What follows belongs to an exercise in optimizing a design on an open flow for small area and a short achievable clock period; a production flow would make more cautious choices.
Where RTL was checked, it was by simulation tests only, not by an equivalence proof against the original.
No functional check of the RTL was part of runs 3 to 5.
No run shown here takes its clock network from TritonCTS; it comes from the design's own scripts or RTL.
The flow treats the clock pin as an ideal source. Dropping or thinning the clock tree relies on that and would not hold on a real chip.

**design/flow/flow/run.sh**
```bash
#!/bin/bash
# Standard layout, except: the synthesis maps with flow/abc_speed.script,
# the clock tree is flow/ctree.tcl's two-level tree, the ports get plain
# buffers, timing repair aims below the period, and the wire capacitance
# the placement-stage timing estimates use is scaled up by 1.3 (closer to
# the extracted values).
set -euo pipefail
rm -rf scripts_local
cp -r "$FLOW_HOME/scripts" scripts_local
cp flow/abc_speed.script scripts_local/abc_speed.script
sed -i 's|^log_cmd clock_tree_synthesis .*|source $::env(CTREE_TCL)|' scripts_local/cts.tcl
grep -q CTREE_TCL scripts_local/cts.tcl
python3 - "$FLOW_HOME/platforms/sky130hd/setRC.tcl" 1.3 > setRC_scaled.tcl <<'PY'
import re, sys
s = open(sys.argv[1]).read()
k = float(sys.argv[2])
print(re.sub(r'-capacitance ([0-9.Ee+-]+)', lambda m: '-capacitance %g' % (float(m.group(1)) * k), s))
PY
export LAYER_PARASITICS_FILE=$PWD/setRC_scaled.tcl
export CTREE_TCL=$PWD/flow/ctree.tcl
export CTREE_LEAF=20
export CTREE_BUF_LEAF=sky130_fd_sc_hd__clkbuf_16
export CTREE_BUF_TOP=sky130_fd_sc_hd__clkbuf_16
export SCRIPTS_DIR=$PWD/scripts_local
export BUFFER_PORTS_ARGS="-buffer_cell sky130_fd_sc_hd__buf_2"
export SETUP_SLACK_MARGIN=10.2
bash standard.sh > standard.log 2>&1
```
**design/flow/flow/abc_speed.script**
```
strash
dch -f
&get -n
&nf -R 1000 -p
&put
topo
stime -c
```
**design/flow/flow/ctree.tcl**
```tcl
# Two-level clock tree in place of clock_tree_synthesis: the clock port drives
# one buffer per quadrant of the clock sinks, and each of those drives the
# leaf buffers of its quadrant (at most CTREE_LEAF sinks per leaf).
set ct_block [ord::get_db_block]
set ct_dbu [$ct_block getDbUnitsPerMicron]
set ct_buf_leaf [expr {[info exists ::env(CTREE_BUF_LEAF)] ? $::env(CTREE_BUF_LEAF) : "sky130_fd_sc_hd__clkbuf_16"}]
set ct_buf_top [expr {[info exists ::env(CTREE_BUF_TOP)] ? $::env(CTREE_BUF_TOP) : "sky130_fd_sc_hd__clkbuf_16"}]
set ct_leaf [expr {[info exists ::env(CTREE_LEAF)] ? $::env(CTREE_LEAF) : 20}]

proc ct_centroid {pts} {
  set sx 0.0; set sy 0.0
  foreach p $pts { set sx [expr {$sx + [lindex $p 1]}]; set sy [expr {$sy + [lindex $p 2]}] }
  set n [llength $pts]
  return [list [expr {$sx / $n}] [expr {$sy / $n}]]
}
# split {pin x y} items into k near-equal parts along x (idx 1) or y (idx 2)
proc ct_split {pts k idx} {
  set s [lsort -real -index $idx $pts]
  set n [llength $s]
  set out {}
  for {set i 0} {$i < $k} {incr i} {
    lappend out [lrange $s [expr {($n * $i) / $k}] [expr {($n * ($i + 1)) / $k - 1}]]
  }
  return $out
}
proc ct_span {pts idx} {
  set l [lsort -real -index $idx $pts]
  return [expr {[lindex $l end $idx] - [lindex $l 0 $idx]}]
}
proc ct_um {v} { return [expr {$v / double($::ct_dbu)}] }

set ct_sinks {}
foreach p [get_pins -of_objects [get_nets clk]] {
  lassign [[sta::sta_to_db_pin $p] getAvgXY] ok x y
  lappend ct_sinks [list $p $x $y]
}
puts "ctree: [llength $ct_sinks] clock sinks"

set ct_quads {}
foreach half [ct_split $ct_sinks 2 1] {
  foreach q [ct_split $half 2 2] { lappend ct_quads $q }
}
set qi 0
foreach q $ct_quads {
  set nleaf [expr {int(ceil([llength $q] / double($ct_leaf)))}]
  set idx [expr {[ct_span $q 1] > [ct_span $q 2] ? 1 : 2}]
  set leafxy {}
  set li 0
  foreach g [ct_split $q $nleaf $idx] {
    set pins {}
    foreach p $g { lappend pins [lindex $p 0] }
    lassign [ct_centroid $g] cx cy
    set bname "ctree_leaf_${qi}_${li}"
    insert_buffer -buffer_cell $ct_buf_leaf -net clk -load_pins $pins \
      -location [list [ct_um $cx] [ct_um $cy]] \
      -buffer_name $bname -net_name "ctree_net_leaf_${qi}_${li}"
    lappend leafxy [list x $cx $cy]
    incr li
  }
  # insert_buffer adds a number to the names: find this quadrant's leaves
  set leafpins {}
  foreach p [get_pins -of_objects [get_nets clk]] {
    if {[string match "ctree_leaf_${qi}_*" [get_full_name $p]]} { lappend leafpins $p }
  }
  if {$li == 1} { incr qi; continue }
  lassign [ct_centroid $leafxy] cx cy
  insert_buffer -buffer_cell $ct_buf_top -net clk -load_pins $leafpins \
    -location [list [ct_um $cx] [ct_um $cy]] \
    -buffer_name "ctree_q_${qi}" -net_name "ctree_net_q_${qi}"
  incr qi
}
foreach net [$ct_block getNets] {
  if {[string match ctree_net_* [$net getName]]} { $net setSigType CLOCK }
}
[$ct_block findNet clk] setSigType CLOCK
set_propagated_clock [all_clocks]
puts "ctree: clock port drives [llength [get_pins -of_objects [get_nets clk]]] pins"
```
**design/flow/standard.sh**
```bash
#!/bin/bash
# synth_recipe.tcl (not shown) runs the flow's synth.tcl, then flattens the netlist and writes it again
# the make line also repeats each setting of config.mk as NAME=value (left out here)
make -C /OpenROAD-flow-scripts/flow DESIGN_CONFIG=/design/flow/config.mk WORK_HOME=/design/flow/orfs CLKGATE_MAP_FILE= SYNTH_SCRIPT=/design/flow/synth_recipe.tcl "${@:-finish}"
```
**design/flow/config.mk**
```make
export PLATFORM = sky130hd
export DESIGN_NAME = encoder
export DESIGN_NICKNAME = encoder
export VERILOG_FILES = /design/flow/design.v
export SDC_FILE = /design/flow/constraint.sdc
export NUM_CORES = 8
export LEC_CHECK = 0
export CAP_MARGIN = 20
export CORE_MARGIN = 2
export CORE_UTILIZATION = 65
export SLEW_MARGIN = 20
```
**design/flow/constraint.sdc**
```tcl
create_clock -name core_clock -period 14.0 [get_ports {clk}]
set_input_delay 2.8000 -clock core_clock [delete_from_list [all_inputs] [get_ports {clk}]]
set_output_delay 2.8000 -clock core_clock [all_outputs]
set_load 0.01 [all_outputs]
```
**design/flow/design.v**
```verilog
module encoder (
    input clk,
    input rst_n,
    input [31:0] data_in,
    output logic [31:0] data_out
);
    logic [7:0] cnt;              
    logic [7:0] cnt_nxt;
    logic [1:0] u, un;
    logic [5:0] v, vn;
    assign cnt_nxt = (cnt == 8'd254) ? 8'd0 : cnt + 8'd1;
    assign u = cnt[7:6];
    assign v = cnt[5:0];
    assign un = cnt_nxt[7:6];
    assign vn = cnt_nxt[5:0];
    always_ff @(posedge clk) begin
        if (!rst_n) cnt <= 8'd254;
        else cnt <= cnt_nxt;
    end
    logic acc;
    logic [7:0] cnt_nxt2;
    assign cnt_nxt2 = (cnt_nxt == 8'd254) ? 8'd0 : cnt_nxt + 8'd1;
    always_ff @(posedge clk) begin
        if (!rst_n) acc <= 1'b1;
        else acc <= (cnt_nxt2[5:0] < 6'd59) || (cnt_nxt2[5:0] == 6'd59 && cnt_nxt2[7:6] != 2'd3);
    end
    logic [3:0][7:0] enc;
    always_ff @(posedge clk) begin
        enc[3] <= data_in[31:24];
        if (acc) enc[2:0] <= data_in[23:0];
    end
    logic [7:0] el [0:3];
    logic [7:0] cat [0:7];        
    always_comb begin
        for (int s = 0; s < 4; s++) begin
            el[s] = enc[3 - s];
            cat[s] = enc[3 - s];
            cat[s + 4] = data_in[31 - 8 * s -: 8];
        end
    end
    logic [127:0] par;            
    logic [127:0] peff;
    logic [31:0] fb;              
    logic [127:0] mp;
    logic [127:0] pnew;
    logic [3:0][7:0] rot;
    logic [3:0][7:0] rot_d;
    logic ptop_n;
    always_comb begin
        ptop_n = (vn != 6'd0) && (vn <= 6'd59);
        for (int j = 0; j < 4; j++) begin
            rot_d[j] = cat[j + 3 - un];
            if ((j == 0 && vn == 6'd0) || vn > 6'd59) rot_d[j] = 8'd0;
            if (ptop_n) rot_d[j] = rot_d[j] ^ pnew[8 * (15 - j) +: 8];
        end
    end
    always_ff @(posedge clk) begin
        rot <= rot_d;
    end
    logic first;
    always_ff @(posedge clk) begin
        if (!rst_n) first <= 1'b0;
        else first <= (vn == 6'd0);
    end
    assign peff[127:96] = par[127:96];
    assign peff[95:0] = first ? 96'd0 : par[95:0];
    always_comb begin
        for (int e = 0; e < 4; e++)
            fb[8 * e +: 8] = rot[3 - e];
        pnew = {peff[95:0], 32'd0} ^ mp;
    end
    logic [208:0] cx;
    assign cx[0] = fb[4] ^ fb[21];
    assign cx[1] = fb[20] ^ fb[31];
    assign cx[2] = fb[9] ^ fb[23];
    assign cx[3] = fb[6] ^ fb[8];
    assign cx[4] = fb[5] ^ fb[28];
    assign cx[5] = fb[0] ^ fb[18];
    assign cx[6] = fb[7] ^ fb[30];
    assign cx[7] = fb[3] ^ fb[11];
    assign cx[8] = fb[1] ^ fb[19];
    assign cx[9] = fb[16] ^ fb[24];
    assign cx[10] = fb[2] ^ fb[22];
    assign cx[11] = fb[15] ^ fb[25];
    assign cx[12] = fb[17] ^ fb[29];
    assign cx[13] = fb[10] ^ fb[13];
    assign cx[14] = fb[26] ^ fb[27];
    assign cx[15] = fb[14] ^ cx[3];
    assign cx[16] = fb[12] ^ cx[0];
    assign cx[17] = fb[16] ^ cx[2];
    assign cx[18] = fb[10] ^ cx[9];
    assign cx[19] = fb[3] ^ cx[6];
    assign cx[20] = fb[4] ^ fb[12];
    assign cx[21] = cx[1] ^ cx[8];
    assign cx[22] = fb[14] ^ fb[17];
    assign cx[23] = fb[5] ^ cx[13];
    assign cx[24] = cx[5] ^ cx[7];
    assign cx[25] = fb[25] ^ cx[10];
    assign cx[26] = fb[24] ^ cx[4];
    assign cx[27] = fb[8] ^ fb[22];
    assign cx[28] = fb[7] ^ fb[15];
    assign cx[29] = fb[6] ^ cx[1];
    assign cx[30] = fb[27] ^ fb[29];
    assign cx[31] = fb[18] ^ cx[12];
    assign cx[32] = fb[1] ^ cx[11];
    assign cx[33] = fb[13] ^ fb[30];
    assign cx[34] = fb[19] ^ cx[6];
    assign cx[35] = fb[2] ^ cx[2];
    assign cx[36] = fb[12] ^ fb[21];
    assign cx[37] = fb[26] ^ cx[15];
    assign cx[38] = fb[0] ^ fb[4];
    assign cx[39] = fb[9] ^ fb[16];
    assign cx[40] = fb[8] ^ fb[20];
    assign cx[41] = cx[0] ^ cx[4];
    assign cx[42] = cx[3] ^ cx[14];
    assign cx[43] = fb[23] ^ cx[9];
    assign cx[44] = fb[24] ^ cx[5];
    assign cx[45] = fb[28] ^ cx[10];
    assign cx[46] = fb[22] ^ cx[7];
    assign cx[47] = fb[31] ^ cx[8];
    assign cx[48] = fb[11] ^ fb[17];
    assign cx[49] = fb[1] ^ fb[31];
    assign cx[50] = cx[11] ^ cx[19];
    assign cx[51] = fb[19] ^ cx[1];
    assign cx[52] = fb[5] ^ fb[13];
    assign cx[53] = fb[2] ^ fb[9];
    assign cx[54] = fb[15] ^ cx[16];
    assign cx[55] = fb[20] ^ cx[13];
    assign cx[56] = cx[6] ^ cx[7];
    assign cx[57] = fb[3] ^ fb[26];
    assign cx[58] = fb[10] ^ cx[2];
    assign cx[59] = fb[23] ^ cx[18];
    assign cx[60] = fb[27] ^ cx[0];
    assign cx[61] = fb[7] ^ fb[28];
    assign cx[62] = fb[0] ^ cx[20];
    assign cx[63] = fb[18] ^ cx[7];
    assign cx[64] = cx[14] ^ cx[17];
    assign cx[65] = cx[4] ^ cx[16];
    assign cx[66] = fb[21] ^ cx[12];
    assign cx[67] = fb[29] ^ cx[14];
    assign cx[68] = fb[6] ^ cx[11];
    assign cx[69] = cx[4] ^ cx[5];
    assign cx[70] = fb[9] ^ cx[25];
    assign cx[71] = fb[29] ^ cx[37];
    assign cx[72] = fb[10] ^ cx[34];
    assign cx[73] = fb[7] ^ cx[32];
    assign cx[74] = fb[5] ^ fb[26];
    assign cx[75] = fb[25] ^ cx[12];
    assign cx[76] = fb[31] ^ cx[30];
    assign cx[77] = fb[22] ^ cx[5];
    assign cx[78] = cx[8] ^ cx[26];
    assign cx[79] = fb[20] ^ cx[15];
    assign cx[80] = fb[1] ^ fb[27];
    assign cx[81] = fb[27] ^ cx[9];
    assign cx[82] = fb[14] ^ cx[27];
    assign cx[83] = fb[25] ^ cx[13];
    assign cx[84] = fb[3] ^ cx[29];
    assign cx[85] = fb[29] ^ cx[3];
    assign cx[86] = cx[23] ^ cx[28];
    assign cx[87] = cx[0] ^ cx[44];
    assign cx[88] = fb[2] ^ fb[23];
    assign cx[89] = fb[30] ^ cx[22];
    assign cx[90] = fb[4] ^ cx[15];
    assign cx[91] = cx[1] ^ cx[22];
    assign cx[92] = fb[21] ^ cx[31];
    assign cx[93] = cx[2] ^ cx[20];
    assign cx[94] = cx[10] ^ cx[52];
    assign cx[95] = fb[13] ^ cx[61];
    assign cx[96] = fb[25] ^ cx[36];
    assign cx[97] = fb[28] ^ cx[21];
    assign cx[98] = fb[24] ^ cx[8];
    assign cx[99] = fb[13] ^ fb[17];
    assign cx[100] = fb[11] ^ cx[35];
    assign cx[101] = cx[9] ^ cx[41];
    assign cx[102] = cx[15] ^ cx[46];
    assign cx[103] = cx[1] ^ cx[27];
    assign cx[104] = fb[0] ^ cx[55];
    assign cx[105] = fb[8] ^ cx[21];
    assign cx[106] = fb[3] ^ cx[4];
    assign cx[107] = fb[21] ^ cx[58];
    assign cx[108] = fb[22] ^ cx[33];
    assign cx[109] = fb[7] ^ cx[11];
    assign cx[110] = cx[24] ^ cx[39];
    assign cx[111] = fb[26] ^ cx[5];
    assign cx[112] = fb[30] ^ cx[16];
    assign cx[113] = fb[19] ^ cx[50];
    assign cx[114] = fb[6] ^ fb[14];
    assign cx[115] = fb[10] ^ cx[28];
    assign cx[116] = cx[9] ^ cx[29];
    assign cx[117] = fb[2] ^ fb[30];
    assign cx[118] = cx[19] ^ cx[49];
    assign cx[119] = cx[23] ^ cx[32];
    assign cx[120] = fb[26] ^ cx[26];
    assign cx[121] = fb[5] ^ cx[12];
    assign cx[122] = fb[18] ^ cx[19];
    assign cx[123] = fb[11] ^ cx[39];
    assign cx[124] = cx[60] ^ cx[99];
    assign cx[125] = cx[8] ^ cx[25];
    assign cx[126] = fb[18] ^ cx[23];
    assign cx[127] = fb[24] ^ cx[10];
    assign cx[128] = fb[10] ^ cx[7];
    assign cx[129] = fb[1] ^ cx[104];
    assign cx[130] = cx[16] ^ cx[48];
    assign cx[131] = cx[24] ^ cx[34];
    assign cx[132] = fb[23] ^ cx[54];
    assign cx[133] = cx[13] ^ cx[26];
    assign cx[134] = cx[17] ^ cx[74];
    assign cx[135] = cx[5] ^ cx[43];
    assign cx[136] = fb[31] ^ cx[11];
    assign cx[137] = fb[28] ^ cx[38];
    assign cx[138] = fb[16] ^ fb[22];
    assign cx[139] = cx[69] ^ cx[80];
    assign cx[140] = fb[4] ^ cx[47];
    assign cx[141] = fb[31] ^ cx[73];
    assign cx[142] = cx[7] ^ cx[89];
    assign cx[143] = fb[14] ^ cx[14];
    assign cx[144] = fb[6] ^ fb[11];
    assign cx[145] = cx[15] ^ cx[33];
    assign cx[146] = fb[24] ^ fb[27];
    assign cx[147] = cx[53] ^ cx[92];
    assign cx[148] = cx[85] ^ cx[110];
    assign cx[149] = fb[20] ^ cx[131];
    assign cx[150] = cx[17] ^ cx[25];
    assign cx[151] = cx[30] ^ cx[35];
    assign cx[152] = cx[1] ^ cx[20];
    assign cx[153] = cx[10] ^ cx[43];
    assign cx[154] = fb[19] ^ cx[14];
    assign cx[155] = cx[36] ^ cx[98];
    assign cx[156] = fb[21] ^ cx[22];
    assign cx[157] = cx[12] ^ cx[18];
    assign cx[158] = cx[12] ^ cx[46];
    assign cx[159] = fb[1] ^ cx[13];
    assign cx[160] = cx[36] ^ cx[63];
    assign cx[161] = fb[8] ^ cx[14];
    assign cx[162] = fb[24] ^ cx[2];
    assign cx[163] = fb[30] ^ cx[58];
    assign cx[164] = fb[19] ^ cx[17];
    assign cx[165] = cx[51] ^ cx[81];
    assign cx[166] = cx[4] ^ cx[7];
    assign cx[167] = fb[29] ^ cx[42];
    assign cx[168] = cx[12] ^ cx[68];
    assign cx[169] = cx[6] ^ cx[23];
    assign cx[170] = cx[30] ^ cx[39];
    assign cx[171] = fb[0] ^ cx[16];
    assign cx[172] = fb[15] ^ cx[5];
    assign cx[173] = cx[11] ^ cx[103];
    assign cx[174] = fb[9] ^ cx[62];
    assign cx[175] = cx[28] ^ cx[59];
    assign cx[176] = fb[7] ^ cx[106];
    assign cx[177] = cx[2] ^ cx[45];
    assign cx[178] = cx[27] ^ cx[76];
    assign cx[179] = cx[38] ^ cx[56];
    assign cx[180] = fb[17] ^ cx[24];
    assign cx[181] = fb[21] ^ cx[24];
    assign cx[182] = cx[5] ^ cx[40];
    assign cx[183] = cx[6] ^ cx[94];
    assign cx[184] = cx[19] ^ cx[42];
    assign cx[185] = cx[8] ^ cx[101];
    assign cx[186] = fb[23] ^ cx[121];
    assign cx[187] = fb[1] ^ fb[17];
    assign cx[188] = cx[50] ^ cx[78];
    assign cx[189] = fb[28] ^ cx[75];
    assign cx[190] = fb[13] ^ cx[82];
    assign cx[191] = fb[16] ^ cx[111];
    assign cx[192] = cx[33] ^ cx[69];
    assign cx[193] = cx[4] ^ cx[20];
    assign cx[194] = cx[2] ^ cx[77];
    assign cx[195] = cx[93] ^ cx[169];
    assign cx[196] = cx[6] ^ cx[26];
    assign cx[197] = cx[12] ^ cx[65];
    assign cx[198] = cx[40] ^ cx[80];
    assign cx[199] = cx[18] ^ cx[41];
    assign cx[200] = cx[11] ^ cx[56];
    assign cx[201] = cx[18] ^ cx[61];
    assign cx[202] = cx[31] ^ cx[164];
    assign cx[203] = fb[19] ^ cx[18];
    assign cx[204] = fb[4] ^ cx[95];
    assign cx[205] = fb[8] ^ cx[53];
    assign cx[206] = cx[3] ^ cx[17];
    assign cx[207] = cx[29] ^ cx[66];
    assign cx[208] = cx[105] ^ cx[112];
    assign mp[0] = fb[14] ^ cx[69] ^ cx[117] ^ cx[165];
    assign mp[1] = fb[0] ^ fb[3] ^ cx[66] ^ cx[68] ^ cx[97];
    assign mp[2] = fb[0] ^ fb[7] ^ cx[47] ^ cx[67] ^ cx[82] ^ cx[101];
    assign mp[3] = fb[14] ^ cx[47] ^ cx[168] ^ cx[194];
    assign mp[4] = cx[4] ^ cx[49] ^ cx[143] ^ cx[175];
    assign mp[5] = fb[2] ^ fb[11] ^ fb[28] ^ cx[81] ^ cx[168];
    assign mp[6] = fb[12] ^ cx[19] ^ cx[189] ^ cx[191];
    assign mp[7] = cx[14] ^ cx[31] ^ cx[33] ^ cx[140];
    assign mp[8] = fb[12] ^ cx[86] ^ cx[102] ^ cx[165];
    assign mp[9] = cx[11] ^ cx[17] ^ cx[79] ^ cx[95] ^ cx[130];
    assign mp[10] = cx[110] ^ cx[154] ^ cx[207];
    assign mp[11] = fb[15] ^ cx[41] ^ cx[49] ^ cx[145] ^ cx[180];
    assign mp[12] = fb[2] ^ fb[4] ^ cx[40] ^ cx[63] ^ cx[159] ^ cx[170];
    assign mp[13] = fb[0] ^ cx[65] ^ cx[142] ^ cx[203] ^ cx[205];
    assign mp[14] = fb[9] ^ cx[3] ^ cx[31] ^ cx[46] ^ cx[119] ^ cx[152];
    assign mp[15] = fb[26] ^ cx[16] ^ cx[34] ^ cx[100] ^ cx[114] ^ cx[126];
    assign mp[16] = fb[31] ^ cx[5] ^ cx[9] ^ cx[42] ^ cx[48] ^ cx[70] ^ cx[204];
    assign mp[17] = fb[12] ^ fb[25] ^ cx[8] ^ cx[31] ^ cx[58] ^ cx[143] ^ cx[176];
    assign mp[18] = cx[12] ^ cx[39] ^ cx[72] ^ cx[173];
    assign mp[19] = fb[6] ^ fb[28] ^ cx[6] ^ cx[25] ^ cx[43] ^ cx[55] ^ cx[60];
    assign mp[20] = fb[3] ^ cx[52] ^ cx[87] ^ cx[114] ^ cx[151];
    assign mp[21] = fb[10] ^ fb[22] ^ cx[90] ^ cx[188];
    assign mp[22] = fb[29] ^ cx[38] ^ cx[74] ^ cx[100] ^ cx[109] ^ cx[116];
    assign mp[23] = fb[5] ^ cx[18] ^ cx[96] ^ cx[184] ^ cx[187];
    assign mp[24] = fb[13] ^ fb[14] ^ fb[20] ^ fb[23] ^ cx[25] ^ cx[160];
    assign mp[25] = fb[19] ^ fb[24] ^ cx[57] ^ cx[132] ^ cx[190];
    assign mp[26] = fb[5] ^ cx[24] ^ cx[54] ^ cx[146] ^ cx[205];
    assign mp[27] = fb[18] ^ cx[8] ^ cx[79] ^ cx[100] ^ cx[199];
    assign mp[28] = cx[15] ^ cx[86] ^ cx[202];
    assign mp[29] = fb[9] ^ cx[48] ^ cx[72] ^ cx[79] ^ cx[172];
    assign mp[30] = cx[5] ^ cx[21] ^ cx[36] ^ cx[115] ^ cx[123];
    assign mp[31] = cx[10] ^ cx[48] ^ cx[55] ^ cx[155];
    assign mp[32] = fb[3] ^ cx[60] ^ cx[182] ^ cx[201];
    assign mp[33] = fb[9] ^ fb[11] ^ cx[27] ^ cx[75] ^ cx[185];
    assign mp[34] = cx[150] ^ cx[184] ^ cx[197];
    assign mp[35] = cx[108] ^ cx[134] ^ cx[207];
    assign mp[36] = fb[22] ^ cx[43] ^ cx[84] ^ cx[89] ^ cx[137];
    assign mp[37] = cx[87] ^ cx[141] ^ cx[186];
    assign mp[38] = fb[16] ^ fb[18] ^ fb[30] ^ cx[3] ^ cx[74] ^ cx[125];
    assign mp[39] = fb[7] ^ fb[17] ^ cx[35] ^ cx[84] ^ cx[154];
    assign mp[40] = fb[27] ^ cx[2] ^ cx[21] ^ cx[28] ^ cx[62] ^ cx[166];
    assign mp[41] = fb[2] ^ cx[65] ^ cx[85] ^ cx[129];
    assign mp[42] = fb[0] ^ cx[30] ^ cx[45] ^ cx[51] ^ cx[132] ^ cx[145];
    assign mp[43] = fb[11] ^ fb[19] ^ cx[16] ^ cx[30] ^ cx[33] ^ cx[82];
    assign mp[44] = cx[8] ^ cx[81] ^ cx[179] ^ cx[190];
    assign mp[45] = fb[8] ^ cx[4] ^ cx[9] ^ cx[32] ^ cx[35] ^ cx[62] ^ cx[91];
    assign mp[46] = fb[6] ^ cx[57] ^ cx[119] ^ cx[147];
    assign mp[47] = cx[10] ^ cx[14] ^ cx[24] ^ cx[72] ^ cx[90];
    assign mp[48] = cx[56] ^ cx[59] ^ cx[65] ^ cx[178];
    assign mp[49] = fb[31] ^ cx[17] ^ cx[75] ^ cx[108] ^ cx[144] ^ cx[193];
    assign mp[50] = fb[18] ^ fb[28] ^ cx[0] ^ cx[9] ^ cx[14] ^ cx[99] ^ cx[102];
    assign mp[51] = fb[9] ^ cx[89] ^ cx[136] ^ cx[181] ^ cx[203];
    assign mp[52] = fb[23] ^ cx[14] ^ cx[66] ^ cx[182] ^ cx[188];
    assign mp[53] = fb[30] ^ cx[70] ^ cx[87] ^ cx[97] ^ cx[167];
    assign mp[54] = cx[4] ^ cx[19] ^ cx[25] ^ cx[67] ^ cx[105] ^ cx[107];
    assign mp[55] = cx[0] ^ cx[7] ^ cx[29] ^ cx[45] ^ cx[67] ^ cx[163];
    assign mp[56] = fb[11] ^ cx[13] ^ cx[103] ^ cx[112] ^ cx[135];
    assign mp[57] = fb[11] ^ fb[22] ^ cx[22] ^ cx[47] ^ cx[52] ^ cx[96] ^ cx[162];
    assign mp[58] = fb[11] ^ fb[24] ^ cx[0] ^ cx[37] ^ cx[117] ^ cx[136];
    assign mp[59] = cx[0] ^ cx[40] ^ cx[64] ^ cx[126] ^ cx[200];
    assign mp[60] = fb[17] ^ fb[19] ^ cx[64] ^ cx[79] ^ cx[192];
    assign mp[61] = fb[9] ^ fb[27] ^ cx[15] ^ cx[92] ^ cx[97] ^ cx[115];
    assign mp[62] = fb[15] ^ fb[18] ^ fb[21] ^ fb[29] ^ cx[40] ^ cx[45] ^ cx[72] ^ cx[123];
    assign mp[63] = cx[36] ^ cx[51] ^ cx[158] ^ cx[163];
    assign mp[64] = cx[61] ^ cx[63] ^ cx[150] ^ cx[156] ^ cx[198];
    assign mp[65] = fb[10] ^ cx[45] ^ cx[54] ^ cx[57] ^ cx[202];
    assign mp[66] = fb[14] ^ fb[29] ^ cx[6] ^ cx[53] ^ cx[83] ^ cx[185];
    assign mp[67] = cx[49] ^ cx[107] ^ cx[167] ^ cx[172] ^ cx[196];
    assign mp[68] = fb[14] ^ fb[19] ^ fb[30] ^ cx[59] ^ cx[84] ^ cx[92];
    assign mp[69] = cx[34] ^ cx[48] ^ cx[87] ^ cx[173];
    assign mp[70] = cx[21] ^ cx[77] ^ cx[96] ^ cx[134];
    assign mp[71] = fb[17] ^ fb[21] ^ cx[8] ^ cx[42] ^ cx[104] ^ cx[153];
    assign mp[72] = fb[17] ^ cx[98] ^ cx[102] ^ cx[109] ^ cx[171];
    assign mp[73] = fb[20] ^ fb[26] ^ cx[44] ^ cx[73] ^ cx[93] ^ cx[94];
    assign mp[74] = fb[23] ^ cx[20] ^ cx[48] ^ cx[86] ^ cx[127] ^ cx[161];
    assign mp[75] = cx[28] ^ cx[78] ^ cx[124] ^ cx[194];
    assign mp[76] = cx[24] ^ cx[40] ^ cx[88] ^ cx[115] ^ cx[197];
    assign mp[77] = fb[5] ^ cx[8] ^ cx[16] ^ cx[108] ^ cx[148];
    assign mp[78] = fb[6] ^ cx[10] ^ cx[21] ^ cx[22] ^ cx[195];
    assign mp[79] = fb[2] ^ fb[14] ^ cx[29] ^ cx[43] ^ cx[86] ^ cx[181];
    assign mp[80] = fb[2] ^ cx[64] ^ cx[113] ^ cx[193];
    assign mp[81] = cx[12] ^ cx[14] ^ cx[38] ^ cx[84] ^ cx[133];
    assign mp[82] = fb[15] ^ cx[24] ^ cx[35] ^ cx[71] ^ cx[155];
    assign mp[83] = fb[23] ^ cx[27] ^ cx[120] ^ cx[129];
    assign mp[84] = fb[0] ^ cx[54] ^ cx[56] ^ cx[71] ^ cx[78];
    assign mp[85] = cx[30] ^ cx[32] ^ cx[116] ^ cx[174] ^ cx[183];
    assign mp[86] = fb[0] ^ fb[6] ^ cx[83] ^ cx[88] ^ cx[118] ^ cx[120] ^ cx[156];
    assign mp[87] = cx[63] ^ cx[67] ^ cx[90] ^ cx[127] ^ cx[141];
    assign mp[88] = fb[21] ^ cx[1] ^ cx[10] ^ cx[37] ^ cx[59] ^ cx[106];
    assign mp[89] = cx[60] ^ cx[109] ^ cx[158] ^ cx[206];
    assign mp[90] = cx[16] ^ cx[22] ^ cx[53] ^ cx[116] ^ cx[122];
    assign mp[91] = fb[19] ^ fb[20] ^ cx[22] ^ cx[68] ^ cx[88] ^ cx[191] ^ cx[204];
    assign mp[92] = fb[6] ^ fb[27] ^ cx[31] ^ cx[45] ^ cx[47] ^ cx[175];
    assign mp[93] = cx[88] ^ cx[149] ^ cx[189];
    assign mp[94] = fb[29] ^ cx[44] ^ cx[57] ^ cx[208];
    assign mp[95] = fb[5] ^ cx[21] ^ cx[33] ^ cx[60] ^ cx[70];
    assign mp[96] = fb[13] ^ fb[22] ^ cx[37] ^ cx[174] ^ cx[196];
    assign mp[97] = fb[0] ^ cx[15] ^ cx[23] ^ cx[73] ^ cx[76] ^ cx[162];
    assign mp[98] = fb[11] ^ fb[16] ^ cx[10] ^ cx[62] ^ cx[119];
    assign mp[99] = cx[177] ^ cx[179] ^ cx[187];
    assign mp[100] = cx[13] ^ cx[44] ^ cx[71] ^ cx[118] ^ cx[177];
    assign mp[101] = fb[10] ^ fb[14] ^ cx[140] ^ cx[151] ^ cx[200];
    assign mp[102] = fb[15] ^ cx[117] ^ cx[120] ^ cx[128] ^ cx[152];
    assign mp[103] = fb[25] ^ cx[3] ^ cx[7] ^ cx[16] ^ cx[52] ^ cx[76];
    assign mp[104] = cx[70] ^ cx[149] ^ cx[157];
    assign mp[105] = fb[25] ^ fb[26] ^ cx[59] ^ cx[180] ^ cx[208];
    assign mp[106] = fb[16] ^ cx[23] ^ cx[67] ^ cx[118] ^ cx[171];
    assign mp[107] = fb[18] ^ cx[21] ^ cx[83] ^ cx[90] ^ cx[170] ^ cx[176];
    assign mp[108] = fb[14] ^ fb[18] ^ cx[41] ^ cx[57] ^ cx[68] ^ cx[138];
    assign mp[109] = fb[19] ^ cx[28] ^ cx[38] ^ cx[42] ^ cx[138] ^ cx[186];
    assign mp[110] = fb[17] ^ fb[20] ^ cx[6] ^ cx[139] ^ cx[206];
    assign mp[111] = cx[3] ^ cx[47] ^ cx[147] ^ cx[201];
    assign mp[112] = cx[9] ^ cx[34] ^ cx[46] ^ cx[71] ^ cx[83] ^ cx[93];
    assign mp[113] = fb[11] ^ cx[11] ^ cx[91] ^ cx[161] ^ cx[195];
    assign mp[114] = cx[41] ^ cx[113] ^ cx[135] ^ cx[178];
    assign mp[115] = fb[7] ^ fb[12] ^ cx[91] ^ cx[159] ^ cx[166];
    assign mp[116] = fb[8] ^ cx[10] ^ cx[107] ^ cx[111] ^ cx[113];
    assign mp[117] = cx[21] ^ cx[27] ^ cx[38] ^ cx[64] ^ cx[128];
    assign mp[118] = fb[10] ^ cx[26] ^ cx[35] ^ cx[130] ^ cx[198];
    assign mp[119] = cx[70] ^ cx[85] ^ cx[133] ^ cx[160];
    assign mp[120] = fb[2] ^ cx[17] ^ cx[50] ^ cx[51] ^ cx[124];
    assign mp[121] = cx[57] ^ cx[77] ^ cx[91] ^ cx[199];
    assign mp[122] = fb[1] ^ cx[1] ^ cx[148] ^ cx[183];
    assign mp[123] = fb[12] ^ cx[32] ^ cx[55] ^ cx[114] ^ cx[146];
    assign mp[124] = cx[51] ^ cx[64] ^ cx[137] ^ cx[142];
    assign mp[125] = cx[1] ^ cx[54] ^ cx[139] ^ cx[157];
    assign mp[126] = cx[66] ^ cx[125] ^ cx[144] ^ cx[192];
    assign mp[127] = fb[12] ^ cx[21] ^ cx[71] ^ cx[122] ^ cx[153];
    always_ff @(posedge clk) begin
        par <= pnew;
    end
    logic [3:0] msg;
    logic [7:0] tw [0:19];
    logic [31:0] dnext;
    always_comb begin
        for (int i = 0; i < 4; i++) tw[i] = par[8 * (15 - i) +: 8];
        for (int i = 0; i < 16; i++) tw[i + 4] = pnew[8 * (15 - i) +: 8];
        for (int s = 0; s < 4; s++) begin
            msg[s] = (v <= 6'd58) || (v == 6'd59 && s < 3 - u) || (v == 6'd63 && s >= 3 - u);
            dnext[31 - 8 * s -: 8] = msg[s] ? el[s] : tw[s + u + 1];
        end
    end
    always_ff @(posedge clk) begin
        data_out <= dnext;
    end
endmodule
```
==> results of run 1 <==
area by class of cell, clock buffers not listed:
type                       instances  area (um2)
fill                            1703        5710
multi-input combinational       1297       10500
timing repair buffer             140         892
sequential                       226        4770
tap                              285         357
inverter                          12        45.0
sequential cells by signal, summed over array words and instances, names as in the netlist:
register and count:
acc 1, cnt 8, data_out 32, enc 32, first 1, par 120, rot 32
kinds of logic after synthesis:
kind of cell	synth area share (%)
DFF	31.8
buffers and inverters	0.300
and+or+nand+nor	8.31
adders and majority gates	0.417
xor gates and xnor gates	49.6
AOI/OAI and AO/OA	9.66
how the worst min path moves through the flow:
stage / end / depth (start not counted)
global placement: data_out[28] / 2
detailed placement: data_out[29] / 1
floorplan: data_out[25] / 2
CTS: data_out[29] / 1
finish: data_out[29] / 1
global route: par[92] / 2
placed cells by master, fill, tap and decap left out, types with 3 or more instances in the layout:
cell type,instances
dfxtp_1,196
clkinv_1,12
a31oi_1,4
buf_4,74
a221oi_1,15
a221o_1,9
a222oi_1,18
or2_0,5
ha_1,5
buf_2,65
o21a_1,8
a21boi_0,13
and2_0,4
nand2_1,45
nand3_1,4
nor2_2,3
dfxtp_2,6
nor2_1,44
xor2_1,164
clkbuf_16,16
xor2_2,13
nor2b_1,53
a21oi_1,38
nor3_1,7
o21ai_0,31
edfxtp_1,24
xnor2_1,659
a22oi_1,54
nand2b_1,61
xnor2_2,12
through the flow:
stage                     util (%)  instance area [um2]  instances  worst slack (ns)
after CTS                     74.2                16800       1975             10.20
after floorplan                  -                15000       1535             10.23
after global routing          74.8                16900       1976             10.13
after global placement        72.0                16300       1958              8.61
after detailed placement      72.2                16400       1959              9.97
final                         74.8                16900       1976             10.41
layer usage:
layer / global-route usage, % / vias to the layer above
met5: 0 / -
met4: 21.1 / 0
met3: 11.6 / 234
met2: 64.0 / 1070
met1: 60.3 / 5917
li1: - / 5366
timing repair:
action | CTS | global route
gates cloned | 0 | 0
resized for setup | 6 | 19
setup buffers | 0 | 1
endpoints found under the setup margin | 18 | 49
hold endpoints to repair | 0 | 0
hold buffers | 0 | 0
pin swaps | 0 | 1
==> results.sh, run 1 <==
export IMPL_outcome="no timing/DRC/antenna violations"
export IMPL_top_layer_used="met4"
export IMPL_diodes=0
export IMPL_wl_met1_um=20700
export IMPL_ys_seq_area_share_pct=31.8
export IMPL_yosys_cell_count_top_type="xnor2_1"
export IMPL_cp_end_kind="output pin"
export IMPL_dieHeight_um=156
export IMPL_gr_total_overflow=0
export IMPL_io_pin_count=66
export IMPL_r2r_end="data_out[4]"
export IMPL_cp_start_kind="flip-flop"
export IMPL_place_congestion=1.10
export IMPL_async_reset_ff_share_pct=0
export IMPL_required_ns=11.20
export IMPL_syn_avg_cell_area_um2=9.77
export IMPL_core_area_um2=22600
export IMPL_max_stage_delay_ns=0.35
export IMPL_skew_ns=0.0352
export IMPL_syn_inst=1535
export IMPL_die_area_um2=24300
export IMPL_ant_nets=0
export IMPL_min_from="enc[29]"
export IMPL_dr_pass1_iters=8
export IMPL_maxCapViolations=0
export IMPL_routed_wirelength_um=54300
export IMPL_clkTransAtPathRegs_ns=0.08
export IMPL_num_vias=12600
export IMPL_crit_type="flip-flop to output pin"
export IMPL_worst_hold_path_type="flip-flop to flip-flop"
export IMPL_tns_ns=0
export IMPL_max_freq_mhz=279
export IMPL_die_w_um=156
export IMPL_critPathArrivalTime_ns=0.79
export IMPL_synth_top_area_share_pct=39.2
export IMPL_synth_net_count=1574
export IMPL_synth_warnings=4
export IMPL_syn_to_final_growth_pct=12.8
export IMPL_antenna_found_initial=1
export IMPL_critical_path_buf_inv_count=1
export IMPL_synth_seq_cells=226
export IMPL_fin_crit_sh_pct=25.6
export IMPL_drv_slew=0
export IMPL_synth_common_cells="xnor2_1 (672), dfxtp_1 (202), xor2_1 (177), nand2b_1 (61)"
export IMPL_rows=55
export IMPL_crit_start="data_out[3]"
export IMPL_drtIter0Drc=2171
export IMPL_tightest_slew_ns=1.08
export IMPL_period_minus_slack_ns=3.59
export IMPL_reg2reg_depth=9
export IMPL_start_util_pct=66.3
export IMPL_fin_hold_ws_ns=0.474
export IMPL_finalHoldViolations=0
export IMPL_clock_latency_ns=0.32
export IMPL_grt_start_max_net_pins=43
export IMPL_crit_fanout=1
export IMPL_routedWlPerCell_um=27.5
export IMPL_cp_top_family="flip-flops"
export IMPL_cp_depth=1
export IMPL_crit_path_top_delay_cell="dfxtp_1"
export IMPL_synth_cell_types=39
export IMPL_track_usage_pct=43.9
export IMPL_rsz0062_at_grt="true"
export IMPL_endpoint="data_out[3]"
export IMPL_drive_gt1_share_pct=11.7
export IMPL_yosysTopAreaCell="xnor2_1"
export IMPL_worstPathCellList="buf_2"
export IMPL_drc=0
export IMPL_met2_length_um=22300
export IMPL_layout_nets=1732
export IMPL_synth_area_um2=15000
export IMPL_relSlewSlack_pct=27.5
export IMPL_viasPerCell=6.37
export IMPL_grt_first_pass_wirelength_um=78100
export IMPL_wl_met3_um=7910
export IMPL_dp_hpwl_um=40600
export IMPL_synth_area_top_cells="xnor2_1 (39%), dfxtp_1 (27%), xor2_1 (10%), edfxtp_1 (4.8%), a22oi_1 (2.7%)"
export IMPL_synth_top_flop_cell="dfxtp_1"
export IMPL_worstReg2RegStart="rot[15]"
export IMPL_setup_violations=0
export IMPL_grt_pass1_vias=11900
export IMPL_synth_edff_count=24
export IMPL_io_buffers=65
export IMPL_rrSetupSlack_ns=10.51
==> run 2, diff against run 1 <==
==> design/flow/flow/abc_speed.script (replaced) <==
strash
&get -n
&dch -f
&nf -R 1000 -p
&put
topo
stime -c
==> results.sh, run 2 <==
export IMPL_clkTransAtPathRegs_ns=0.10
export IMPL_dr_pass1_iters=14
export IMPL_cp_end_kind="flip-flop"
export IMPL_worstReg2RegStart="rot[9]"
export IMPL_io_buffers=65
export IMPL_largest_register="par"
export IMPL_cp_top_family="XOR/XNOR gates"
export IMPL_ant_nets=0
export IMPL_grt_first_pass_wirelength_um=77000
export IMPL_routedWlPerCell_um=26.9
export IMPL_viasPerCell=6.33
export IMPL_track_usage_pct=43.4
export IMPL_setup_violations=0
export IMPL_tns_ns=0
export IMPL_crit_top_cell="xor2_1"
export IMPL_layout_common_cells="xnor2_1 (668), dfxtp_1 (196), xor2_1 (168)"
export IMPL_start_util_pct=65.9
export IMPL_maxCapViolations=0
export IMPL_drtIter0Drc=2095
export IMPL_crit_start="rot[9]"
export IMPL_met2_length_um=22700
export IMPL_synth_top_flop_cell="dfxtp_1"
export IMPL_syn_inst=1523
export IMPL_outcome="no timing/DRC/antenna violations"
export IMPL_antenna_found_initial=0
export IMPL_worst_hold_path_type="flip-flop to flip-flop"
export IMPL_diodes=0
export IMPL_rsz0062_at_grt="true"
export IMPL_max_stage_delay_ns=0.61
export IMPL_finalHoldViolations=0
export IMPL_drive_gt1_share_pct=11.7
export IMPL_synth_edff_count=24
export IMPL_fin_crit_sh_pct=25.6
export IMPL_synth_area_um2=14800
export IMPL_grt_pass1_vias=11900
export IMPL_skew_ns=0.0286
export IMPL_top_layer_used="met4"
export IMPL_synth_warnings=4
export IMPL_required_ns=14.15
export IMPL_seq_area_um2=4770
export IMPL_synth_area_top_cells="xnor2_1 (40%), dfxtp_1 (27%), xor2_1 (10%), edfxtp_1 (4.9%), a222oi_1 (3.2%)"
export IMPL_dieHeight_um=155
export IMPL_relSlewSlack_pct=35.3
export IMPL_die_area_um2=24000
export IMPL_drc=0
export IMPL_r2r_end="rot[4]"
export IMPL_synth_cell_types=28
export IMPL_yosysTopAreaCell="xnor2_1"
export IMPL_endpoint="rot[4]"
export IMPL_rrSetupSlack_ns=10.41
export IMPL_io_pin_count=66
export IMPL_num_vias=12500
export IMPL_wl_met3_um=7220
export IMPL_yosys_cell_count_top_type="xnor2_1"
export IMPL_period_minus_slack_ns=3.59
export IMPL_place_congestion=1.08
export IMPL_syn_avg_cell_area_um2=9.73
export IMPL_critical_path_buf_inv_count=2
export IMPL_largest_register_ffs=120
export IMPL_fillerInstances=1669
export IMPL_syn_to_final_growth_pct=13.0
export IMPL_rows=55
export IMPL_layout_nets=1732
export IMPL_clock_latency_ns=0.31
export IMPL_synth_seq_cells=226
export IMPL_dp_hpwl_um=39700
export IMPL_final_cells=1976
export IMPL_dp_cells=1959
export IMPL_routed_wirelength_um=53200
export IMPL_cp_start_kind="flip-flop"
export IMPL_die_w_um=155
export IMPL_grt_start_max_net_pins=48
export IMPL_reg2reg_depth=9
export IMPL_max_freq_mhz=279
export IMPL_tightest_slew_ns=0.967
export IMPL_synth_net_count=1562
export IMPL_crit_type="flip-flop to flip-flop"
export IMPL_gr_total_overflow=0
export IMPL_critPathArrivalTime_ns=3.74
export IMPL_post_cts_buffers=0
export IMPL_async_reset_ff_share_pct=0
export IMPL_worstPathCellList="buf_4 > xnor2_1 > buf_4 > xor2_1 > xor2_1 > xor2_1 > xnor2_2 > nor2_1 > a211oi_1"
export IMPL_crit_fanout=7
export IMPL_ys_seq_area_share_pct=32.2
export IMPL_synth_top_area_share_pct=39.9
export IMPL_core_area_um2=22500
export IMPL_crit_path_top_delay_cell="dfxtp_1"
export IMPL_drv_slew=0
export IMPL_multiInputGateArea_um2=10200
export IMPL_mostFrequentLayoutCell="xnor2_1"
export IMPL_synth_common_cells="xnor2_1 (675), dfxtp_1 (202), xor2_1 (176), nand2_1 (92), nand2b_1 (58)"
export IMPL_cts_hold_buf=0
export IMPL_cp_depth=9
export IMPL_wl_met1_um=19900
-- run 2: worst min-delay path by stage --
| stage | start | end | slack, ns | cells after the start |
|---|---|---|---|---|
| 2_1_floorplan | par[106] | data_out[18] | 0.45 | 2 |
| 3_3_place_gp | par[54] | par[86] | 0.47 | 2 |
| 3_5_place_dp | par[107] | data_out[19] | 0.48 | 2 |
| 4_1_cts | par[19] | par[51] | 0.49 | 2 |
| 5_1_grt | par[19] | par[51] | 0.49 | 2 |
| 6_report | par[19] | par[51] | 0.48 | 2 |
-- run 2: area by class of cell, clock buffers not listed --
type                    instances  area share (%)
inverters                       9           0.202
flip-flops and latches        226            28.5
multi-input cells            1288            60.9
repair buffers                152            5.83
well taps                     285            2.13
-- run 2: cell families (layout without fill, tap and decap cells) --
kind of cell	Yosys count	after routing	synth area share (%)
xor+xnor	851	851	50.3
buf+inv	9	177	0.228
flops	226	226	32.2
compound gates	161	161	8.05
simple gates	271	271	8.85
fa+ha+maj	5	5	0.422
-- run 2: repair_timing --
item,in CTS,in global routing
pin swaps,0,0
gates resized for setup,7,10
setup endpoints to repair,29,21
-- run 2: layer usage --
metal  global-route usage, %  up-vias
li1                        -     5337
met1                    58.6     5965
met2                    66.3      996
met3                    8.97      218
met4                    21.3        0
met5                       0        -
-- run 2: worst min-delay path: stages, from the launching register on --
cell	delay, ns
dfxtp_1	0.30
nand2b_1	0.08
xnor2_1	0.07
-- run 2: stage by stage --
step	setup WS (ns)	util, %	hold slack [ns]	cell area (um2)
2_1_floorplan	10.35	-	0.449	14800
3_3_place_gp	8.70	72.1	0.466	16200
3_5_place_dp	9.40	72.1	0.478	16200
4_1_cts	10.21	74.1	0.493	16700
5_1_grt	10.08	74.4	0.493	16700
6_report	10.41	74.4	0.478	16700
==> run 3, diff against run 2 <==
--- a/design/flow/design.v
+++ b/design/flow/design.v
@@ -55,15 +55,16 @@
         end
     end
     always_ff @(posedge clk) begin
-        rot <= rot_d;
+        if (!rst_n) rot <= '0;
+        else rot <= rot_d;
     end
-    logic first;
+    logic clr;
     always_ff @(posedge clk) begin
-        if (!rst_n) first <= 1'b0;
-        else first <= (vn == 6'd0);
+        if (!rst_n) clr <= 1'b1;
+        else clr <= (cnt_nxt == 8'd254);
     end
-    assign peff[127:96] = par[127:96];
-    assign peff[95:0] = first ? 96'd0 : par[95:0];
+    assign peff[127:64] = par[127:64];
+    assign peff[63:0] = clr ? 64'd0 : par[63:0];
     always_comb begin
         for (int e = 0; e < 4; e++)
             fb[8 * e +: 8] = rot[3 - e];
--- a/design/flow/flow/run.sh
+++ b/design/flow/flow/run.sh
@@ -23,5 +23,5 @@
 export CTREE_BUF_TOP=sky130_fd_sc_hd__clkbuf_16
 export SCRIPTS_DIR=$PWD/scripts_local
 export BUFFER_PORTS_ARGS="-buffer_cell sky130_fd_sc_hd__buf_2"
-export SETUP_SLACK_MARGIN=10.2
+export SETUP_SLACK_MARGIN=10.25
 bash standard.sh > standard.log 2>&1
==> design/flow/flow/abc_speed.script (replaced) <==
strash
dch -f
&get -n
&nf -R 1000 -p
&put
topo
stime -c
==> results.sh, run 3 <==
export IMPL_outcome="no timing/DRC/antenna violations"
export IMPL_fin_util_pct=74.9
export IMPL_drv_slew=0
export IMPL_synthMuxAreaShare_pct=0.0758
export IMPL_synth_top_family_by_area="XOR/XNOR gates"
export IMPL_period_minus_slack_ns=3.60
export IMPL_syn_inst=1518
export IMPL_cp_end_kind="output pin"
export IMPL_max_stage_delay_ns=0.37
export IMPL_cp_top_family="flip-flops"
export IMPL_yosysTopAreaCell="xnor2_1"
export IMPL_routed_wirelength_um=55200
export IMPL_rows=55
export IMPL_cp_start_kind="flip-flop"
export IMPL_max_freq_mhz=277
export IMPL_layout_common_cells="xnor2_1 (616), dfxtp_1 (193), xor2_1 (174)"
export IMPL_dr_pass1_iters=7
export IMPL_synth_common_cells="xnor2_1 (636), dfxtp_1 (202), xor2_1 (189), nand2_1 (83), a22oi_1 (71)"
export IMPL_synth_area_um2=14900
export IMPL_fin_crit_sh_pct=25.7
export IMPL_grt_pass1_vias=12200
export IMPL_dp_slack_ns=9.73
export IMPL_drive_gt1_share_pct=12.6
export IMPL_async_reset_ff_share_pct=0
export IMPL_rsz0062_at_grt="true"
export IMPL_fin_ws_ns=10.40
export IMPL_largest_register="par"
export IMPL_crit_type="flip-flop to output pin"
export IMPL_tightest_slew_ns=1.05
export IMPL_maxCapViolations=0
export IMPL_track_usage_pct=44.8
export IMPL_wl_met3_um=6380
export IMPL_synth_seq_cells=226
export IMPL_dp_hpwl_um=41400
export IMPL_die_area_um2=24100
export IMPL_crit_path_top_delay_cell="dfxtp_1"
export IMPL_critical_path_buf_inv_count=1
export IMPL_io_pin_count=66
export IMPL_synth_top_flop_cell="dfxtp_1"
export IMPL_worstPathCellList="buf_2"
export IMPL_place_congestion=1.12
export IMPL_final_cells=1955
export IMPL_fillerInstances=1661
export IMPL_synthSimpleGateAreaFrac_pct=6.95
export IMPL_finalHoldViolations=0
export IMPL_synth_top_area_share_pct=37.5
export IMPL_dp_cells=1937
export IMPL_synth_xor_area_share_pct=48.6
export IMPL_core_area_um2=22500
export IMPL_synth_edff_count=24
export IMPL_gr_total_overflow=0
export IMPL_clkTransAtPathRegs_ns=0.08
export IMPL_cts_hold_buf=0
export IMPL_relSlewSlack_pct=29.6
export IMPL_dieHeight_um=155
export IMPL_largest_register_ffs=120
export IMPL_synth_area_top_cells="xnor2_1 (37%), dfxtp_1 (27%), xor2_1 (11%), edfxtp_1 (4.9%), a22oi_1 (3.6%)"
export IMPL_tns_ns=0
export IMPL_met2_length_um=24500
export IMPL_num_vias=12500
export IMPL_synth_net_count=1557
export IMPL_synth_adder_area_share_pct=0.421
export IMPL_worst_hold_path_type="flip-flop to flip-flop"
export IMPL_grt_start_max_net_pins=48
export IMPL_start_util_pct=66.0
export IMPL_layout_nets=1710
export IMPL_viasPerCell=6.38
export IMPL_wl_met1_um=19800
export IMPL_syn_to_final_growth_pct=13.5
export IMPL_setup_violations=0
export IMPL_drc=0
export IMPL_synth_compound_area_share_pct=11.6
export IMPL_crit_fanout=1
export IMPL_io_buffers=65
export IMPL_synth_cell_types=37
export IMPL_synth_warnings=4
export IMPL_top_layer_used="met4"
export IMPL_skew_ns=0.0333
export IMPL_required_ns=11.20
export IMPL_ant_nets=0
export IMPL_syn_avg_cell_area_um2=9.79
export IMPL_drtIter0Drc=1696
export IMPL_ys_seq_area_share_pct=32.1
export IMPL_grt_first_pass_wirelength_um=79200
export IMPL_clock_latency_ns=0.32
export IMPL_critPathArrivalTime_ns=0.80
export IMPL_mostFrequentLayoutCell="xnor2_1"
export IMPL_yosys_cell_count_top_type="xnor2_1"
export IMPL_antenna_found_initial=1
export IMPL_die_w_um=155
export IMPL_routedWlPerCell_um=28.2
==> run 3: changes by cell type in the layout (fill, tap and decap cells not counted), moves of 19 or more <==
cell,before,now
a222oi_1,47,13
a31oi_1,32,11
nor2_1,55,28
nand2b_1,58,39
xnor2_1,668,616
a22oi_1,16,71
o21ai_0,9,39
a311oi_1,1,20
==> run 3: per-layer routing <==
| layer | GRT usage [%] | vias to the layer above |
|---|---|---|
| li1 | - | 5390 |
| met3 | 10.1 | 268 |
| met4 | 28.6 | 0 |
| met1 | 54.6 | 5877 |
| met5 | 0 | - |
| met2 | 71.9 | 940 |
==> run 3: worst min-delay path, cell delays in order, from the launching register on <==
cell and delay, ns:
dfxtp_1 0.34, nand2_1 0.05, o21ai_0 0.06
==> run 3: layout make-up, clock buffers not listed <==
type                            instances  area [um2]  share of cell area [%]
Timing Repair Buffer                  134         847                    5.02
Inverter                               10        40.0                   0.237
Antenna cell                            1        2.50                  0.0148
Tap cell                              285         357                    2.11
Sequential cell                       226        4780                    28.3
Multi-Input combinational cell       1283       10400                    61.9
==> run 3: repair_timing <==
| action | 4_1_cts | 5_1_grt |
|---|---|---|
| pin swaps | 0 | 1 |
| setup endpoints to repair | 60 | 52 |
| buffers inserted | 0 | 0 |
| gates cloned | 0 | 1 |
| gates resized for setup | 20 | 26 |
==> run 3: final timing paths <==
check | from | end | slack (ns) | cells past startpoint
setup / recovery | data_out[1] | data_out[1] | 10.40 | 1
hold / removal | enc[28] | data_out[28] | 0.47 | 2
setup reg to reg | rot[21] | data_out[2] | 10.45 | 9
hold reg to reg | enc[28] | data_out[28] | 0.47 | 2
==> run 3: cell families (layout without fill, tap and decap cells) <==
group / after synthesis / after routing
adders and majority gates: 5 / 5
xor gates and xnor gates: 825 / 825
and+or+nand+nor: 214 / 215
other: 0 / 1
DFF: 226 / 226
AOI/OAI and AO/OA: 237 / 237
muxes: 1 / 1
buffers and inverters: 10 / 160
==> run 3: per-stage QoR <==
stage / hold WS, ns / cell area, um2
floorplan: 0.426 / 14900
global placement: 0.447 / 16200
detailed placement: 0.445 / 16200
CTS: 0.476 / 16700
global route: 0.493 / 16900
finish: 0.468 / 16900
==> run 4, diff against run 3 <==
==> design/flow/flow/abc_speed.script (replaced) <==
strash
&get -n
&dch -f
&nf -R 1000 -p
&put
topo
stime -c
==> results.sh, run 4 <==
export IMPL_dr_pass1_iters=9
export IMPL_syn_avg_cell_area_um2=9.77
export IMPL_synth_cell_types=33
export IMPL_drv_slew=0
export IMPL_outcome="no timing/DRC/antenna violations"
export IMPL_dp_cells=1943
export IMPL_largest_register_ffs=120
export IMPL_critPathArrivalTime_ns=3.80
export IMPL_fin_util_pct=74.7
export IMPL_track_usage_pct=43.5
export IMPL_routedWlPerCell_um=26.9
export IMPL_grt_start_max_net_pins=39
export IMPL_syn_to_final_growth_pct=13.7
export IMPL_mostFrequentLayoutCell="xnor2_1"
export IMPL_required_ns=14.19
export IMPL_ant_nets=0
export IMPL_clock_latency_ns=0.32
export IMPL_io_pin_count=66
export IMPL_top_layer_used="met4"
export IMPL_clkTransAtPathRegs_ns=0.08
export IMPL_synth_warnings=4
export IMPL_rsz0062_at_grt="true"
export IMPL_tns_ns=0
export IMPL_syn_inst=1509
export IMPL_diodes=0
export IMPL_worst_hold_path_type="flip-flop to flip-flop"
export IMPL_grt_first_pass_wirelength_um=77100
export IMPL_io_buffers=65
export IMPL_synthSimpleGateAreaFrac_pct=7.61
export IMPL_synth_top_flop_cell="dfxtp_1"
export IMPL_synthMuxAreaShare_pct=0
export IMPL_rows=55
export IMPL_core_area_um2=22400
export IMPL_synth_adder_area_share_pct=0.424
export IMPL_largest_register="par"
export IMPL_layout_common_cells="xnor2_1 (614), dfxtp_1 (191), xor2_1 (184)"
export IMPL_drive_gt1_share_pct=13.0
export IMPL_cts_resized_gates=17
export IMPL_cp_start_kind="primary input"
export IMPL_fin_crit_sh_pct=25.8
export IMPL_die_w_um=155
export IMPL_synth_top_family_by_area="XOR/XNOR gates"
export IMPL_grt_pass1_vias=11800
export IMPL_fin_area_um2=16800
export IMPL_synth_top_area_share_pct=37.4
export IMPL_max_freq_mhz=277
export IMPL_synth_net_count=1548
export IMPL_async_reset_ff_share_pct=0
export IMPL_cp_end_kind="flip-flop"
export IMPL_synth_edff_count=24
export IMPL_dpl_cell_area_um2=16100
export IMPL_yosys_cell_count_top_type="xnor2_1"
export IMPL_num_vias=12300
export IMPL_ys_seq_area_share_pct=32.3
export IMPL_antenna_found_initial=0
export IMPL_wl_met1_um=20300
export IMPL_synth_seq_cells=226
export IMPL_post_cts_buffers=0
export IMPL_start_util_pct=65.7
export IMPL_gr_total_overflow=0
export IMPL_skew_ns=0.0320
export IMPL_place_congestion=1.08
export IMPL_setup_violations=0
export IMPL_crit_fanout=4
export IMPL_layout_nets=1715
export IMPL_wl_met3_um=7010
export IMPL_synth_area_um2=14700
export IMPL_tightest_slew_ns=1.00
export IMPL_period_minus_slack_ns=3.61
export IMPL_dp_hpwl_um=39100
export IMPL_relSlewSlack_pct=32.6
export IMPL_met2_length_um=22200
export IMPL_viasPerCell=6.30
export IMPL_drc=0
export IMPL_routed_wirelength_um=52700
export IMPL_dieHeight_um=155
export IMPL_final_cells=1959
export IMPL_maxCapViolations=0
export IMPL_synth_xor_area_share_pct=49.0
export IMPL_synth_compound_area_share_pct=10.4
export IMPL_finalHoldViolations=0
export IMPL_die_area_um2=23900
export IMPL_yosysTopAreaCell="xnor2_1"
export IMPL_drtIter0Drc=2097
export IMPL_synth_area_top_cells="xnor2_1 (37%), dfxtp_1 (27%), xor2_1 (12%), edfxtp_1 (4.9%), a222oi_1 (2.7%)"
export IMPL_synth_common_cells="xnor2_1 (630), dfxtp_1 (202), xor2_1 (195), nand2_1 (79), nor2_1 (69)"
export IMPL_crit_type="primary input to flip-flop"
export IMPL_cts_hold_buf=0
## run 4: cell count changes after synthesis, sizes merged, moves of 6 or more
| cell | previous run | this run |
|---|---|---|
| a31oi | 11 | 31 |
| a311oi | 20 | 12 |
| xnor2 | 636 | 630 |
| a221o | 7 | 0 |
| a221oi | 16 | 2 |
| a222oi | 13 | 40 |
| o21a | 9 | 0 |
| a211oi | 2 | 12 |
| o211a | 0 | 6 |
| o21ai | 39 | 9 |
| a21oi | 23 | 34 |
| nor2 | 34 | 69 |
| xor2 | 189 | 195 |
| a22oi | 71 | 38 |
## run 4: worst max-delay path, stage by stage
cell      delay, ns
buf_2          0.13
a222oi_1       0.29
a21boi_1       0.32
o21ai_0        0.12
o211a_1        0.14
## run 4: stage by stage
stage	worst slack [ns]	hold slack, ns
6_report	10.39	0.487
3_5_place_dp	9.75	0.477
4_1_cts	10.26	0.500
5_1_grt	10.19	0.509
3_3_place_gp	9.58	0.475
2_1_floorplan	10.26	0.460
## run 4: cell families after synthesis
kind of cell | Yosys count
XOR/XNOR | 825
AND/OR/NAND/NOR | 241
flip-flops | 226
AO/OA/AOI/OAI | 204
buffers and inverters | 8
adder cells (fa/ha/maj) | 5
## run 4: cell type report, clock buffers not listed
type / instances / area [um2]
inverter: 8 / 32.5
sequential: 226 / 4780
tap: 285 / 357
multi-input combinational: 1275 / 10200
fill: 1742 / 5680
timing repair buffer: 149 / 956
## run 4: worst paths after layout
check | startpoint | end | slack [ns] | depth (start not counted)
hold reg to reg | par[33] | par[65] | 0.49 | 2
setup reg to reg | rot[10] | data_out[9] | 10.57 | 10
hold / removal | par[33] | par[65] | 0.49 | 2
setup / recovery | data_in[24] | rot[24] | 10.39 | 5
## run 4: routing by layer
layer,vias up,GRT usage [%]
met2,923,65.7
met4,0,19.6
met3,200,8.13
met1,5843,60.6
li1,5380,-
met5,-,0
==> run 5, diff against run 4 <==
--- a/design/flow/design.v
+++ b/design/flow/design.v
@@ -47,16 +47,15 @@
     logic [3:0][7:0] rot_d;
     logic ptop_n;
     always_comb begin
-        ptop_n = (vn != 6'd0) && (vn <= 6'd59);
+        ptop_n = (vn != 6'd0) && (vn <= 6'd59) && rst_n;
         for (int j = 0; j < 4; j++) begin
             rot_d[j] = cat[j + 3 - un];
-            if ((j == 0 && vn == 6'd0) || vn > 6'd59) rot_d[j] = 8'd0;
-            if (ptop_n) rot_d[j] = rot_d[j] ^ pnew[8 * (15 - j) +: 8];
+            if ((j == 0 && vn == 6'd0) || vn > 6'd59 || !rst_n) rot_d[j] = 8'd0;
+            if (!ptop_n) rot_d[j] = rot_d[j] ^ pnew[8 * (15 - j) +: 8];
         end
     end
     always_ff @(posedge clk) begin
-        if (!rst_n) rot <= '0;
-        else rot <= rot_d;
+        rot <= rot_d;
     end
     logic clr;
     always_ff @(posedge clk) begin
@@ -67,7 +66,7 @@
     assign peff[63:0] = clr ? 64'd0 : par[63:0];
     always_comb begin
         for (int e = 0; e < 4; e++)
-            fb[8 * e +: 8] = rot[3 - e];
+            fb[8 * e +: 8] = peff[8 * (12 + e) +: 8] ^ rot[3 - e];
         pnew = {peff[95:0], 32'd0} ^ mp;
     end
     logic [208:0] cx;
--- a/design/flow/flow/run.sh
+++ b/design/flow/flow/run.sh
@@ -23,5 +23,5 @@
 export CTREE_BUF_TOP=sky130_fd_sc_hd__clkbuf_16
 export SCRIPTS_DIR=$PWD/scripts_local
 export BUFFER_PORTS_ARGS="-buffer_cell sky130_fd_sc_hd__buf_2"
-export SETUP_SLACK_MARGIN=10.25
+export SETUP_SLACK_MARGIN=10.2
 bash standard.sh > standard.log 2>&1
==> design/flow/flow/abc_speed.script (replaced) <==
strash
dch -f
&get -n
&nf -R 1000 -p
&put
topo
stime -c
==> results.sh, run 5 <==
export IMPL_antenna_found_initial=0
export IMPL_die_area_um2=24600
export IMPL_dp_hpwl_um=40800
export IMPL_outcome="no timing/DRC/antenna violations"
export IMPL_dp_cells=2032
export IMPL_setup_violations=0
export IMPL_dr_pass1_iters=6
export IMPL_synth_cell_types=33
export IMPL_synth_warnings=4
export IMPL_io_buffers=65
export IMPL_yosysTopAreaCell="xnor2_1"
export IMPL_die_w_um=157
export IMPL_dieHeight_um=157
export IMPL_drtIter0Drc=1582
export IMPL_min_from="enc[28]"
export IMPL_async_reset_ff_share_pct=0
export IMPL_synth_area_um2=15200
export IMPL_crit_start="rst_n"
export IMPL_tns_ns=0
export IMPL_mostFrequentLayoutCell="xnor2_1"
export IMPL_period_minus_slack_ns=3.65
export IMPL_drive_gt1_share_pct=13.6
export IMPL_routedWlPerCell_um=26.8
export IMPL_rsz0062_at_grt="true"
export IMPL_layout_common_cells="xnor2_1 (635), xor2_1 (211), dfxtp_1 (209)"
export IMPL_max_freq_mhz=274
export IMPL_crit_type="primary input to flip-flop"
export IMPL_grt_first_pass_wirelength_um=79800
export IMPL_diodes=0
export IMPL_synth_top_flop_cell="dfxtp_1"
export IMPL_fin_crit_sh_pct=26.1
export IMPL_viasPerCell=6.15
export IMPL_reg2reg_depth=12
export IMPL_cp_start_kind="primary input"
export IMPL_synth_top_area_share_pct=38.1
export IMPL_drv_slew=0
export IMPL_drc=0
export IMPL_io_pin_count=66
export IMPL_syn_to_final_growth_pct=15.4
export IMPL_largest_register_ffs=128
export IMPL_clkTransAtPathRegs_ns=0.08
export IMPL_num_vias=12700
export IMPL_tightest_slew_ns=1.13
export IMPL_clock_latency_ns=0.32
export IMPL_place_congestion=1.06
export IMPL_maxCapViolations=0
export IMPL_worstReg2RegStart="par[115]"
export IMPL_core_area_um2=22800
export IMPL_grt_start_max_net_pins=44
export IMPL_crit_fanout=29
export IMPL_required_ns=14.22
export IMPL_synth_net_count=1602
export IMPL_skew_ns=0.0313
export IMPL_finalHoldViolations=0
export IMPL_relSlewSlack_pct=24.3
export IMPL_rrSetupSlack_ns=10.49
export IMPL_layout_nets=1789
export IMPL_whs_path_depth=1
export IMPL_synth_area_top_cells="xnor2_1 (38%), dfxtp_1 (28%), xor2_1 (13%), edfxtp_1 (4.7%), nand2_1 (2.8%)"
export IMPL_syn_avg_cell_area_um2=9.73
export IMPL_final_cells=2061
export IMPL_critPathArrivalTime_ns=3.86
export IMPL_synth_seq_cells=234
export IMPL_cp_end_kind="flip-flop"
export IMPL_grt_pass1_vias=12500
export IMPL_synth_edff_count=24
export IMPL_largest_register="par"
export IMPL_cts_hold_buf=0
export IMPL_ant_nets=0
export IMPL_yosys_cell_count_top_type="xnor2_1"
export IMPL_track_usage_pct=44.6
export IMPL_rows=55
export IMPL_synth_common_cells="xnor2_1 (661), xor2_1 (226), dfxtp_1 (210), nand2_1 (114), nor2_1 (67)"
export IMPL_start_util_pct=66.8
export IMPL_worst_hold_path_type="flip-flop to flip-flop"
export IMPL_routed_wirelength_um=55100
export IMPL_gr_total_overflow=0
export IMPL_ys_seq_area_share_pct=32.4
export IMPL_syn_inst=1563
run 5: cell types whose count changed after synthesis, sizes merged, moves of 9 or more:
| cell | change |
|---|---|
| a311oi | -12 |
| a221oi | +24 |
| a211oi | -12 |
| nand2b | -9 |
| a31oi | -22 |
| nor2b | +9 |
| a22oi | -24 |
| a222oi | -9 |
| nand2 | +35 |
| xor2 | +31 |
| a22o | -9 |
| xnor2 | +31 |
run 5: critical path, cell delays in order:
cell and delay (ns):
buf_2 0.19, o21ai_2 0.10, buf_12 0.18, or2_4 0.34
nand2_1 0.11, xnor2_1 0.12
run 5: layer usage:
| metal | global-route usage [%] | vias to the layer above | wire, um |
|---|---|---|---|
| met2 | 68.6 | 967 | 23700 |
| met5 | 0 | - | 0 |
| li1 | - | 5480 | - |
| met1 | 54.9 | 5929 | 19800 |
| met4 | 29.0 | 0 | 4370 |
| met3 | 12.2 | 290 | 7280 |
run 5: worst paths after layout:
check / end
worst min register to register: data_out[28]
worst max-delay path: rot[17]
worst max register to register: data_out[1]
worst min-delay path: data_out[28]
run 5: area by class of cell, clock buffers not listed:
| cell class | count | area [um2] |
|---|---|---|
| repair buffers | 166 | 1110 |
| fillers | 1670 | 5230 |
| flip-flops and latches | 234 | 4930 |
| well taps | 313 | 392 |
| multi-input cells | 1328 | 10700 |
| inverters | 4 | 15.0 |
run 5: repair_timing:
item,CTS,global route
setup buffers,0,10
cloned,2,1
resized for setup,15,35
pin swaps,1,2
setup endpoints to repair,64,58
run 5: logic make-up after synthesis:
group	count (synthesis)	synth area share (%)
muxes	6	0.444
AOI/OAI and AO/OA	143	6.94
and+or+nand+nor	284	8.63
adders and majority gates	5	0.411
DFF	234	32.4
xor gates and xnor gates	887	51.1
buffers and inverters	4	0.0987
run 5: metrics by stage:
stage	area, um2	setup slack (ns)	hold WS [ns]	utilization (%)
detailed placement	16700	9.74	0.454	73.4
global route	17500	10.14	0.493	77.0
CTS	17200	10.20	0.483	75.6
floorplan	15300	10.23	0.429	-
global placement	16700	9.64	0.451	73.4
finish	17500	10.35	0.471	77.0

[re-timing with driven ports]
No port has a modelled driver above. Below, the same layouts with a new extraction and two added sets of constraints.
Step 1 sets driving cells, clkbuf_16 on the clock port and buf_2 on the other inputs (assumed; they add their load-dependent delay and slew).
Step 2, shift: input delay + t, output delay - t, t = (earliest + latest rising clock arrival at the registers) / 2. This alone moves slack from input paths to output paths.
a / b / c = no drivers / after step 1 / after step 2; a / b = the first two.
run | shift t [ns] | setup slack, ns | worst slew at a driven data input, ns
run 1 | 0.424 | 10.413 / 10.289 / 10.146 | 0.04
run 2 | 0.420 | 10.414 / 10.296 / 10.121 | 0.04
run 3 | 0.416 | 10.395 / 10.279 / 10.152 | 0.04
run 4 | 0.420 | 10.390 / 10.319 / 10.071 | 0.03
run 5 | 0.408 | 10.353 / 10.310 / 10.033 | 0.03
After both steps every run listed still meets setup and hold. The setup slack of run 5, which loses most, moves by -0.043 ns with the drivers and by -0.320 ns with both steps.
